This is an optimization exercise on Yosys and OpenROAD, whose aim is small area, a short achievable clock period and few clock cycles, not a production implementation.
Only simulation tests tie the RTL to the original design; equivalence was not proved.
No activity file was given, so power comes from the tool's default toggle rates.

==> inputs of build 40 <==
==> flow/design.v <==
module ysyx_23060025 (
	input				clock,
	input				reset,
	input				io_interrupt,
	input				io_master_awready,
	output				io_master_awvalid,
	output		[31:0]	io_master_awaddr,
	output		[3:0]	io_master_awid,
	output		[7:0]	io_master_awlen,
	output		[2:0]	io_master_awsize,
	output		[1:0]	io_master_awburst,
	input				io_master_wready,
	output				io_master_wvalid,
	output		[31:0]	io_master_wdata,
	output		[3:0]	io_master_wstrb,
	output				io_master_wlast,
	output				io_master_bready,
	input				io_master_bvalid,
	input		[1:0]	io_master_bresp,
	input		[3:0]	io_master_bid,
	input				io_master_arready,
	output				io_master_arvalid,
	output		[31:0]	io_master_araddr,
	output		[3:0]	io_master_arid,
	output		[7:0]	io_master_arlen,
	output		[2:0]	io_master_arsize,
	output		[1:0]	io_master_arburst,
	output				io_master_rready,
	input				io_master_rvalid,
	input		[1:0]	io_master_rresp,
	input		[31:0]	io_master_rdata,
	input				io_master_rlast,
	input		[3:0]	io_master_rid,
	output				io_slave_awready,
	input				io_slave_awvalid,
	input		[31:0]	io_slave_awaddr,
	input		[3:0]	io_slave_awid,
	input		[7:0]	io_slave_awlen,
	input		[2:0]	io_slave_awsize,
	input		[1:0]	io_slave_awburst,
	output				io_slave_wready,
	input				io_slave_wvalid,
	input		[31:0]	io_slave_wdata,
	input		[3:0]	io_slave_wstrb,
	input				io_slave_wlast,
	input				io_slave_bready,
	output				io_slave_bvalid,
	output		[1:0]	io_slave_bresp,
	output		[3:0]	io_slave_bid,
	output				io_slave_arready,
	input				io_slave_arvalid,
	input		[31:0]	io_slave_araddr,
	input		[3:0]	io_slave_arid,
	input		[7:0]	io_slave_arlen,
	input		[2:0]	io_slave_arsize,
	input		[1:0]	io_slave_arburst,
	input				io_slave_rready,
	output				io_slave_rvalid,
	output		[1:0]	io_slave_rresp,
	output		[31:0]	io_slave_rdata,
	output				io_slave_rlast,
	output		[3:0]	io_slave_rid
);
	assign io_slave_awready = 1'b0;
	assign io_slave_wready  = 1'b0;
	assign io_slave_bvalid  = 1'b0;
	assign io_slave_bresp   = 2'b0;
	assign io_slave_bid     = 4'b0;
	assign io_slave_arready = 1'b0;
	assign io_slave_rvalid  = 1'b0;
	assign io_slave_rresp   = 2'b0;
	assign io_slave_rdata   = 32'b0;
	assign io_slave_rlast   = 1'b0;
	assign io_slave_rid     = 4'b0;
	reg  [29:0] pc_f;		 
	reg  [29:0] pc_x;		 
	reg  [31:0] ir;
	reg         ir_v;
	reg  [1:0]  xs;			 
	reg  [63:0] mtime;
	reg  [31:0] rf [1:15];
	reg  [31:0] mtvec, mepc, mcause;
	localparam R_IDLE = 2'd0, R_FILL = 2'd1, R_LOAD = 2'd2;
	reg  [1:0]  rs;
	reg         arv;
	reg  [31:0] ara;
	reg  [1:0]  arl;
	reg  [1:0]  fidx;		 
	reg  [1:0]  fw;			 
	reg         awv, wv;
	reg  [29:0] awa;
	reg  [31:0] wd;
	reg  [3:0]  wst;
	reg  [31:0] ic_data [0:15];
	reg  [25:0] ic_tag  [0:3];
	reg  [3:0]  ic_wv   [0:3];
	assign io_master_arvalid = arv;
	assign io_master_araddr  = ara;
	assign io_master_arid    = 4'd0;
	assign io_master_arlen   = {6'd0, arl};
	assign io_master_arsize  = 3'b010;
	assign io_master_arburst = 2'b01;
	assign io_master_rready  = 1'b1;
	assign io_master_awvalid = awv;
	assign io_master_awaddr  = {awa, 2'b00};
	assign io_master_awid    = 4'd1;
	assign io_master_awlen   = 8'd0;
	assign io_master_awsize  = 3'b010;
	assign io_master_awburst = 2'b01;
	assign io_master_wvalid  = wv;
	assign io_master_wdata   = wd;
	assign io_master_wstrb   = wst;
	assign io_master_wlast   = 1'b1;
	assign io_master_bready  = 1'b1;
	wire [1:0]  f_idx  = pc_f[3:2];
	wire [1:0]  f_word = pc_f[1:0];
	wire        f_tag_ok = (ic_tag[f_idx] == pc_f[29:4]);
	wire        f_hit  = f_tag_ok & ic_wv[f_idx][f_word];
	wire [31:0] f_inst = ic_data[pc_f[3:0]];
	wire [4:0] opc = ir[6:2];
	wire [2:0] f3  = ir[14:12];
	wire is_lui   = (opc == 5'b01101);
	wire is_auipc = (opc == 5'b00101);
	wire is_jal   = (opc == 5'b11011);
	wire is_jalr  = (opc == 5'b11001);
	wire is_br    = (opc == 5'b11000);
	wire is_ld    = (opc == 5'b00000);
	wire is_st    = (opc == 5'b01000);
	wire is_opi   = (opc == 5'b00100);
	wire is_op    = (opc == 5'b01100);
	wire is_sys   = (opc == 5'b11100);
	wire is_csr   = is_sys & (f3 == 3'b001 | f3 == 3'b010);
	wire is_ecall = is_sys & (f3 == 3'b000) & ~ir[29] & ~ir[20];
	wire is_mret  = is_sys & (f3 == 3'b000) & ir[29];
	wire is_ctrl  = is_jal | is_jalr | is_br | is_ecall | is_mret;
	wire [3:0] ra1 = ir[18:15];
	wire [3:0] ra2 = ir[23:20];
	wire [3:0] rd  = ir[10:7];
	wire [31:0] rv1 = (ra1 == 4'd0) ? 32'd0 : rf[ra1];
	wire [31:0] rv2 = (ra2 == 4'd0) ? 32'd0 : rf[ra2];
	wire [31:0] imm_i = {{20{ir[31]}}, ir[31:20]};
	wire [31:0] imm_s = {{20{ir[31]}}, ir[31:25], ir[11:7]};
	wire [31:0] imm_b = {{20{ir[31]}}, ir[7], ir[30:25], ir[11:8], 1'b0};
	wire [31:0] imm_u = {ir[31:12], 12'd0};
	wire [31:0] imm_j = {{12{ir[31]}}, ir[19:12], ir[20], ir[30:21], 1'b0};
	wire use_rs2 = is_op | is_br;
	wire [31:0] opb = use_rs2 ? rv2 : (is_st ? imm_s : imm_i);
	wire do_sub = is_br | ((is_op | is_opi) & (f3 == 3'b010 | f3 == 3'b011)) | (is_op & (f3 == 3'b000) & ir[30]);
	wire [32:0] sum33 = {1'b0, rv1} + {1'b0, opb ^ {32{do_sub}}} + {32'd0, do_sub};
	wire [31:0] sum = sum33[31:0];
	wire ltu = ~sum33[32];
	wire lts = (rv1[31] == opb[31]) ? sum[31] : rv1[31];
	wire eq  = (rv1 == opb);
	wire br_cond = f3[2] ? (f3[1] ? ltu : lts) : eq;
	wire br_taken = br_cond ^ f3[0];
	wire [4:0]  shamt = opb[4:0];
	wire        sh_left = (f3 == 3'b001);
	wire [31:0] sh_in;
	genvar gi;
	generate for (gi = 0; gi < 32; gi = gi + 1) begin : g_rev
		assign sh_in[gi] = sh_left ? rv1[31-gi] : rv1[gi];
	end endgenerate
	wire        sh_fill = ir[30] & rv1[31] & ~sh_left;
	wire [31:0] sh_out = $signed({sh_fill, sh_in}) >>> shamt;
	wire [31:0] sh_res;
	generate for (gi = 0; gi < 32; gi = gi + 1) begin : g_rev2
		assign sh_res[gi] = sh_left ? sh_out[31-gi] : sh_out[gi];
	end endgenerate
	reg [31:0] alu_res;
	always @(*) begin
		case (f3)
			3'b000: alu_res = sum;
			3'b001: alu_res = sh_res;
			3'b010: alu_res = {31'd0, lts};
			3'b011: alu_res = {31'd0, ltu};
			3'b100: alu_res = rv1 ^ opb;
			3'b101: alu_res = sh_res;
			3'b110: alu_res = rv1 | opb;
			default: alu_res = rv1 & opb;
		endcase
	end
	wire [31:0] pc_imm = is_br ? imm_b : (is_jal ? imm_j : imm_u);
	wire [31:0] pc_add = {pc_x, 2'b00} + pc_imm;
	wire [11:0] csr_a = ir[31:20];
	reg  [31:0] csr_old;
	always @(*) begin
		case (csr_a)
			12'h300: csr_old = 32'h0000_1800;
			12'h305: csr_old = mtvec;
			12'h341: csr_old = mepc;
			12'h342: csr_old = mcause;
			12'hF11: csr_old = 32'h7973_7978;
			12'hF12: csr_old = 32'd23060025;
			default: csr_old = 32'd0;
		endcase
	end
	wire [31:0] csr_new = f3[1] ? (csr_old | rv1) : rv1;
	wire        ld_clint = (sum[31:16] == 16'h0200);
	wire        bus_idle = (rs == R_IDLE);
	wire        ld_issue = ir_v & is_ld & (xs == 2'd0) & bus_idle & ~wv;
	wire        ld_data_v = (rs == R_LOAD) & io_master_rvalid;
	wire [31:0] ld_word = (xs == 2'd3) ? (ara[2] ? mtime[63:32] : mtime[31:0]) : io_master_rdata;
	wire [31:0] ld_sh   = ld_word >> {ara[1:0], 3'b000};
	wire [31:0] ld_val  = f3[1] ? ld_sh :
	                      f3[0] ? {{16{~f3[2] & ld_sh[15]}}, ld_sh[15:0]} :
	                              {{24{~f3[2] & ld_sh[7]}}, ld_sh[7:0]};
	wire        ld_done = (xs == 2'd3) | ((xs == 2'd2) & ld_data_v);
	wire        st_ok = ~awv & ~wv;
	wire [3:0]  st_mask = f3[1] ? 4'b1111 : f3[0] ? (sum[1] ? 4'b1100 : 4'b0011) :
	                      (4'b0001 << sum[1:0]);
	wire [31:0] st_data = f3[1] ? rv2 : f3[0] ? {2{rv2[15:0]}} : {4{rv2[7:0]}};
	wire x_done = ir_v & (is_ld ? ld_done : is_st ? st_ok : 1'b1);
	wire redirect = ir_v & (is_jal | is_jalr | (is_br & br_taken) | is_ecall | is_mret);
	wire [31:0] target = is_jalr ? sum : is_ecall ? mtvec : is_mret ? mepc : pc_add;
	wire wr_rd = x_done & (is_lui | is_auipc | is_jal | is_jalr | is_ld | is_opi | is_op | is_csr) & (rd != 4'd0);
	wire [31:0] rd_val = is_ld ? ld_val :
	                     is_lui ? imm_u :
	                     is_auipc ? pc_add :
	                     (is_jal | is_jalr) ? {pc_f, 2'b00} :
	                     is_csr ? csr_old : alu_res;
	integer k;
	always @(posedge clock) begin
		if (wr_rd) rf[rd] <= rd_val;
	end
	always @(posedge clock) begin
		if (ir_v & is_csr & (csr_a == 12'h305)) mtvec <= csr_new;
		if (ir_v & is_ecall) mepc <= {pc_x, 2'b00};
		else if (ir_v & is_csr & (csr_a == 12'h341)) mepc <= csr_new;
		if (ir_v & is_ecall) mcause <= 32'd11;
		else if (ir_v & is_csr & (csr_a == 12'h342)) mcause <= csr_new;
	end
	always @(posedge clock) begin
		if (reset) mtime <= 64'd0;
		else mtime <= mtime + 64'd1;
	end
	wire take = f_hit & (~ir_v | x_done) & ~redirect;
	wire fill_start = bus_idle & ~f_hit & ~(ir_v & (is_ctrl | is_ld));
	always @(posedge clock) begin
		if (reset) begin
			pc_f <= 30'h0C00_0000;
			ir_v <= 1'b0;
		end else if (redirect) begin
			pc_f <= target[31:2];
			ir_v <= 1'b0;
		end else if (take) begin
			pc_f <= pc_f + 30'd1;
			ir_v <= 1'b1;
		end else if (x_done) begin
			ir_v <= 1'b0;
		end
	end
	always @(posedge clock) begin
		if (take) begin
			ir   <= f_inst;
			pc_x <= pc_f;
		end
	end
	always @(posedge clock) begin
		if (reset) xs <= 2'd0;
		else if (ld_issue) xs <= ld_clint ? 2'd3 : 2'd2;
		else if (ld_done) xs <= 2'd0;
	end
	always @(posedge clock) begin
		if (reset) begin
			rs  <= R_IDLE;
			arv <= 1'b0;
		end else begin
			if (arv & io_master_arready) arv <= 1'b0;
			case (rs)
				R_IDLE: begin
					if (ld_issue) begin
						if (~ld_clint) begin
							arv <= 1'b1;
							rs  <= R_LOAD;
						end
					end else if (fill_start) begin
						arv <= 1'b1;
						rs  <= R_FILL;
					end
				end
				default: begin
					if (io_master_rvalid & io_master_rlast) rs <= R_IDLE;
				end
			endcase
		end
	end
	always @(posedge clock) begin
		if (bus_idle) begin
			if (ld_issue) begin
				ara <= sum;
				arl <= 2'd0;
			end else begin
				ara <= {pc_f, 2'b00};
				arl <= ~pc_f[1:0];
				fidx <= pc_f[3:2];
				fw   <= pc_f[1:0];
			end
		end else if ((rs == R_FILL) & io_master_rvalid) begin
			fw <= fw + 2'd1;
		end
	end
	always @(posedge clock) begin
		if ((rs == R_FILL) & io_master_rvalid) ic_data[{fidx, fw}] <= io_master_rdata;
	end
	always @(posedge clock) begin
		if (bus_idle & ~ld_issue & fill_start & ~f_tag_ok) ic_tag[f_idx] <= pc_f[29:4];
	end
	always @(posedge clock) begin
		if (reset) begin
			for (k = 0; k < 4; k = k + 1) ic_wv[k] <= 4'd0;
		end else if ((rs == R_FILL) & io_master_rvalid) begin
			ic_wv[fidx][fw] <= 1'b1;
		end else if (bus_idle & ~ld_issue & fill_start & ~f_tag_ok) begin
			ic_wv[f_idx] <= 4'd0;
		end
	end
	wire st_go = ir_v & is_st & st_ok;
	always @(posedge clock) begin
		if (reset) begin
			awv <= 1'b0;
			wv  <= 1'b0;
		end else if (st_go) begin
			awv <= 1'b1;
			wv  <= 1'b1;
		end else begin
			if (io_master_awready) awv <= 1'b0;
			if (io_master_wready)  wv  <= 1'b0;
		end
	end
	always @(posedge clock) begin
		if (st_go) begin
			awa <= sum[31:2];
			wd  <= st_data;
			wst <= st_mask;
		end
	end
endmodule
==> flow/run.sh <==
#!/bin/bash
# synth_recipe.tcl (not shown) runs the flow's synth.tcl, then flattens the netlist and writes it again
# the make line also repeats each setting of config.mk as NAME=value (left out here)
make -C /OpenROAD-flow-scripts/flow DESIGN_CONFIG=/design/flow/config.mk WORK_HOME=/design/flow/orfs CLKGATE_MAP_FILE= SYNTH_SCRIPT=/design/flow/synth_recipe.tcl finish
==> flow/config.mk <==
export PLATFORM = sky130hd
export DESIGN_NAME = ysyx_23060025
export DESIGN_NICKNAME = ysyx_23060025
export VERILOG_FILES = /design/flow/design.v
export SDC_FILE = /design/flow/constraint.sdc
export NUM_CORES = 4
export LEC_CHECK = 0
export CAP_MARGIN = 20
export CORE_MARGIN = 2
export CORE_UTILIZATION = 40
export SLEW_MARGIN = 20
==> flow/constraint.sdc <==
create_clock -name core_clock -period 12.0 [get_ports {clock}]
set_input_delay 2.4000 -clock core_clock [delete_from_list [all_inputs] [get_ports {clock}]]
set_output_delay 2.4000 -clock core_clock [all_outputs]
set_load 0.01 [all_outputs]
==> trial 28: changes against build 40 <==
--- a/flow/design.v
+++ b/flow/design.v
@@ -116,7 +116,10 @@
 	wire [1:0]  f_word = pc_f[1:0];
 	wire        f_tag_ok = (ic_tag[f_idx] == pc_f[29:4]);
 	wire        f_hit  = f_tag_ok & ic_wv[f_idx][f_word];
-	wire [31:0] f_inst = ic_data[pc_f[3:0]];
+	wire        fill_beat = (rs == R_FILL) & io_master_rvalid;
+	wire        f_byp  = fill_beat & f_tag_ok & (pc_f[3:0] == {fidx, fw});
+	wire        f_avail = f_hit | f_byp;
+	wire [31:0] f_inst = f_hit ? ic_data[pc_f[3:0]] : io_master_rdata;
 	wire [4:0] opc = ir[6:2];
 	wire [2:0] f3  = ir[14:12];
 	wire is_lui   = (opc == 5'b01101);
@@ -136,8 +139,7 @@
 	wire [3:0] ra1 = ir[18:15];
 	wire [3:0] ra2 = ir[23:20];
 	wire [3:0] rd  = ir[10:7];
-	wire [31:0] rv1 = (ra1 == 4'd0) ? 32'd0 : rf[ra1];
-	wire [31:0] rv2 = (ra2 == 4'd0) ? 32'd0 : rf[ra2];
+	reg  [31:0] rv1, rv2;		 
 	wire [31:0] imm_i = {{20{ir[31]}}, ir[31:20]};
 	wire [31:0] imm_s = {{20{ir[31]}}, ir[31:25], ir[11:7]};
 	wire [31:0] imm_b = {{20{ir[31]}}, ir[7], ir[30:25], ir[11:8], 1'b0};
@@ -233,7 +235,13 @@
 		if (reset) mtime <= 64'd0;
 		else mtime <= mtime + 64'd1;
 	end
-	wire take = f_hit & (~ir_v | x_done) & ~redirect;
+	wire take = f_avail & (~ir_v | x_done);
+	wire [3:0]  fa1 = f_inst[18:15];
+	wire [3:0]  fa2 = f_inst[23:20];
+	wire [31:0] frv1 = (fa1 == 4'd0) ? 32'd0 : rf[fa1];
+	wire [31:0] frv2 = (fa2 == 4'd0) ? 32'd0 : rf[fa2];
+	wire        fwd1 = wr_rd & (rd == fa1);
+	wire        fwd2 = wr_rd & (rd == fa2);
 	wire fill_start = bus_idle & ~f_hit & ~(ir_v & (is_ctrl | is_ld));
 	always @(posedge clock) begin
 		if (reset) begin
@@ -253,6 +261,8 @@
 		if (take) begin
 			ir   <= f_inst;
 			pc_x <= pc_f;
+			rv1  <= fwd1 ? rd_val : frv1;
+			rv2  <= fwd2 ? rd_val : frv2;
 		end
 	end
 	always @(posedge clock) begin
--- a/flow/config.mk
+++ b/flow/config.mk
@@ -5,7 +5,9 @@
 export SDC_FILE = /design/flow/constraint.sdc
 export NUM_CORES = 4
 export LEC_CHECK = 0
+export ABC_CLOCK_PERIOD_IN_PS = 4000
 export CAP_MARGIN = 20
 export CORE_MARGIN = 2
 export CORE_UTILIZATION = 40
+export SETUP_SLACK_MARGIN = 5
 export SLEW_MARGIN = 20
==> comparison table <==
item                                                      build 40      trial 28
CP max stage cell                                          nor3b_2       dfxtp_4
Clock network area share                                     6.23%         5.79%
DPL Wire Length                                          179000 um     197000 um
Status                                    timing/DRC/antenna clean  timing/DRC/antenna clean
Tcrit/Tclk final                                             78.0%         56.6%
Mapped cell area                                       73800 sq um   77500 sq um
Number of global-route vias before repair                    49.8k         54.8k
Total die area                                        188000 sq um  197000 sq um
Post-synthesis mux area share                                14.8%         11.6%
Pin count of the biggest net entering global routing           130           110
CTS buffer count                                               155           161
Routed len/inst                                            31.9 um       32.1 um
Clock-net power                                            4.89 mW       4.86 mW
Core occupancy in the finished layout                        45.7%         45.5%
Worst slew slack as a fraction of its limit                  14.8%         16.8%
Worst Tran Pin Value                                       1260 ps       1250 ps
Share of total power in combinational logic                   2.0%          4.5%
Sequential cell area                                   42000 sq um   44000 sq um
Worst path arrival time                                    9780 ps       7270 ps
Testbench counts of build 40, summed over its fixed seeds: cycles 140,580.
Testbench counts of trial 28, summed over its fixed seeds: cycles 137,174.

-- static timing again, ports no longer ideal --
No port has a modelled driver above. Below, the same layouts with a new extraction and two added sets of constraints. Step 1: set_driving_cell puts a clkbuf_16 on clock and a buf_2 on each other input, an assumption about the parent block. Step 2 moves the port delays by t, midway between the first and last clock arrival at a register: inputs arrive t later, outputs are due t later. That takes back most of the time a late clock gives input paths. Three values: no drivers, after step 1, after step 2; two values: the first two.
run	t (ns)	slack for setup (ns)	worst register clock-pin slew, ns
build 40	0.893	2.643 / 2.643 / 2.643	0.08 / 0.08
trial 28	0.913	5.203 / 5.203 / 4.562	0.07 / 0.07
After both steps every run listed still meets setup and hold. For trial 28, which loses most, drivers alone change the setup slack by 0.000 ns; drivers and shift together by -0.641 ns.
